This design comes from an exercise in tuning for small area on the open sky130 flow, not from production work.
The RTL was checked by simulation tests, not by an equivalence proof against the original design.
No driver is modelled on the clock port, so clock power and skew are understated where the tree is cut down; a real chip needs a root buffer or a tree.
Power and IR drop assume default switching activity.

== run A ==
Design count, start of the top module:
module count(clk, rst, key_reset, key_start_pause, key_display,
                    hex0, hex1, hex2, hex3, hex4, hex5,
                    led0, led1, led2, led3                  );
Size in the first run: ~320 cells after synthesis, about 79 flip-flops, roughly 51 I/O pins, about 2900 um2 of cells after synthesis.
clock: 5.0 ns
lec_check: 0
cap_margin: 20
core_margin: 2
core_utilization: 50
gpl_timing_driven: 0
slew_margin: 20
standard.sh (not shown) runs the stock make flow with config.mk's settings and CLKGATE_MAP_FILE= SYNTH_SCRIPT=/design/flow/synth_recipe.tcl, a recipe that flattens the netlist after the stock synthesis.
==> flow/flow/run.sh <==
#!/bin/bash
# Own layout flow: the standard layout (standard.sh), with
#  - synthesis mapped by ABC for area (my_synth.tcl, area.abc), no adder extraction;
#  - the smallest buffer on the ports;
#  - a small two-level clock tree built by manual_cts.tcl in place of CTS.
set -euo pipefail
W=$(pwd)
sed -e "s|SYNTH_SCRIPT=[^ ]*|SYNTH_SCRIPT=$W/flow/my_synth.tcl ADDER_MAP_FILE=|" standard.sh > own_standard.sh
bash own_standard.sh \
  "BUFFER_PORTS_ARGS=-buffer_cell sky130_fd_sc_hd__buf_1" \
  "PRE_CTS_TCL=$W/flow/manual_cts.tcl" \
  finish > make.log 2>&1
==> flow/flow/manual_cts.tcl <==
# PRE_CTS_TCL hook: replaces clock_tree_synthesis by a small two-level clock
# tree. The clock pins are split into manual_cts_groups groups by recursive
# bisection of their positions; each group gets a leaf buffer at its centre,
# and one root buffer, driven by the clock port, drives the leaf buffers.
set ::manual_cts_root sky130_fd_sc_hd__clkbuf_4
set ::manual_cts_leaf sky130_fd_sc_hd__clkbuf_4
set ::manual_cts_groups 8

rename clock_tree_synthesis orfs_clock_tree_synthesis

proc manual_cts_split {sinks k} {
  if {$k <= 1 || [llength $sinks] < 2} { return [list $sinks] }
  set xs {}; set ys {}
  foreach s $sinks { lappend xs [lindex $s 1]; lappend ys [lindex $s 2] }
  set dx [expr {[tcl::mathfunc::max {*}$xs] - [tcl::mathfunc::min {*}$xs]}]
  set dy [expr {[tcl::mathfunc::max {*}$ys] - [tcl::mathfunc::min {*}$ys]}]
  set axis [expr {$dx >= $dy ? 1 : 2}]
  set sorted [lsort -integer -index $axis $sinks]
  set k1 [expr {$k / 2}]
  set h [expr {[llength $sorted] * $k1 / $k}]
  return [concat [manual_cts_split [lrange $sorted 0 [expr {$h - 1}]] $k1] \
                 [manual_cts_split [lrange $sorted $h end] [expr {$k - $k1}]]]
}

proc manual_cts_centre {items} {
  set sx 0; set sy 0
  foreach s $items { set sx [expr {$sx + [lindex $s 1]}]; set sy [expr {$sy + [lindex $s 2]}] }
  set n [llength $items]
  return [list [expr {$sx / $n}] [expr {$sy / $n}]]
}

proc manual_cts_buffer {block master name in_net out_name loc} {
  set buf [odb::dbInst_create $block $master $name]
  set out [odb::dbNet_create $block $out_name]
  $out setSigType CLOCK
  [$buf findITerm A] connect $in_net
  [$buf findITerm X] connect $out
  $buf setLocation [lindex $loc 0] [lindex $loc 1]
  $buf setPlacementStatus PLACED
  return $out
}

proc clock_tree_synthesis {args} {
  global manual_cts_root manual_cts_leaf manual_cts_groups
  set block [ord::get_db_block]
  set db [ord::get_db]
  set root_master [$db findMaster $manual_cts_root]
  set leaf_master [$db findMaster $manual_cts_leaf]
  foreach src [get_property [all_clocks] sources] {
    set name [get_full_name $src]
    set net [$block findNet $name]
    set sinks {}
    foreach it [$net getITerms] {
      set loc [[$it getInst] getLocation]
      lappend sinks [list $it [lindex $loc 0] [lindex $loc 1]]
    }
    set groups [manual_cts_split $sinks $manual_cts_groups]
    set centres {}
    foreach g $groups { lappend centres [concat x [manual_cts_centre $g]] }
    set root_net [manual_cts_buffer $block $root_master clkbuf_root_$name $net \
      clknet_root_$name [manual_cts_centre $centres]]
    set i 0
    foreach g $groups c $centres {
      set leaf_net [manual_cts_buffer $block $leaf_master clkbuf_leaf_${i}_$name $root_net \
        clknet_leaf_${i}_$name [lrange $c 1 2]]
      foreach s $g {
        set it [lindex $s 0]
        $it disconnect
        $it connect $leaf_net
      }
      puts "manual clock tree: leaf $i ($manual_cts_leaf) drives [llength $g] clock pins"
      incr i
    }
  }
  set_propagated_clock [all_clocks]
}
Other scripts of this flow, unchanged in this note and not shown: flow/flow/area.abc, flow/flow/my_synth.tcl
Edits applied to the flow inputs when going from run A to run B:
Settings: putting PLACE_DENSITY at 0.8 where nothing was set; swapping 50 for 65 in CORE_UTILIZATION; swapping 20 for 0 in SLEW_MARGIN; swapping 20 for 0 in CAP_MARGIN.
-- flow/flow/run.sh --
<<< run A, line 11
>>> run B, line 11
  "SYNTH_INSBUF=0" \
==> comparison <==
Compared run B vs run A, and area of the core is down in run B.
Taking run A as the reference, in run B hold slack now larger; parity-gate share of the synthesized area counting xor and xnor cells comparable; critical path depth now smaller.
What run C does differently from run B at the input level:
-- flow/flow/run.sh --
<<< run B, line 11
  "SYNTH_INSBUF=0" \
>>> run C, line 11
  "MIN_BUF_CELL_AND_PORTS=sky130_fd_sc_hd__buf_1 A X" \
## What came out
The final layouts of run C and run B pass the timing, design-rule and antenna checks.
The lower synthesized cell count came out of run B.
Path depth of the worst reg2reg path: run C vs run B up 2
Register-to-register slack for run C: 0.05 ns down relative to run B
Clock skew of run C is on par with run B.
Compared with run B, run C is the less power-hungry design.
Run B → run C: cell count along the critical path up 1, final net count rose 1.8%, transition at the pin with the smallest max-transition slack lost 0.033 ns.
Input changes introduced in run D (baseline for comparison: run C):
Settings: SLEW_MARGIN changed from 0 to 20; CAP_MARGIN changed from 0 to 20.
-- flow/flow/run.sh --
<<< run C, line 11
  "MIN_BUF_CELL_AND_PORTS=sky130_fd_sc_hd__buf_1 A X" \
>>> run D, line 11
-- flow/flow/manual_cts.tcl --
<<< run C, line 5
set ::manual_cts_root sky130_fd_sc_hd__clkbuf_4
set ::manual_cts_leaf sky130_fd_sc_hd__clkbuf_4
set ::manual_cts_groups 8
>>> run D, line 5
set manual_cts_root sky130_fd_sc_hd__clkbuf_4
set manual_cts_leaf sky130_fd_sc_hd__clkbuf_4
set manual_cts_groups 8
Findings:
Run D: it failed with a tool error in 4_1_cts, so there are no final results.
Relative to run C, the floorplan die height of run D is higher by about 0.43%.
Per the comparison of run D with run C, average footprint of a synthesized cell went up; initial core utilization went up 0.61 points; fraction of the mapped netlist area in compound gates went down; area after synthesis saw an increase.
In the flow results for run D and run C, the sequential element share of the synthesized area is smaller on run D.
In run D relative to run C, HPWL after detailed placement had gone up by a few percent.
Run C → run D: floorplan die width increased 0.43%; standard cell area after detailed placement shows an increase of about 0.9%; simple logic cell fraction of the synthesized area now smaller; number of enable flip-flop cells after synthesis level.
The clock cells of run A, run B and run C come from the design's own scripts or RTL, not from TritonCTS.

## what the ideal ports hide
The results above use ideal ports. As a check the final layouts listed here were re-extracted and re-timed, cells and wires unchanged. Step 1 assumes that a clkbuf_16 drives the clock port and a buf_2 every other input. Step 2 moves the port delays by t, midway between the first and last clock arrival at a register: inputs arrive t later, outputs are due t later. That takes back most of the time a late clock gives input paths. Three values: ideal ports, drivers, drivers and shift; two values: the first two.
run	t, ns	setup WS [ns]	clock arrival spread, ns
run A	0.425	2.255 / 2.230 / 2.540	0.014 / 0.013
run B	0.432	2.533 / 2.508 / 2.655	0.009 / 0.009
run C	0.416	2.489 / 2.466 / 2.628	0.008 / 0.008
After both steps setup and hold are still met in every run listed.
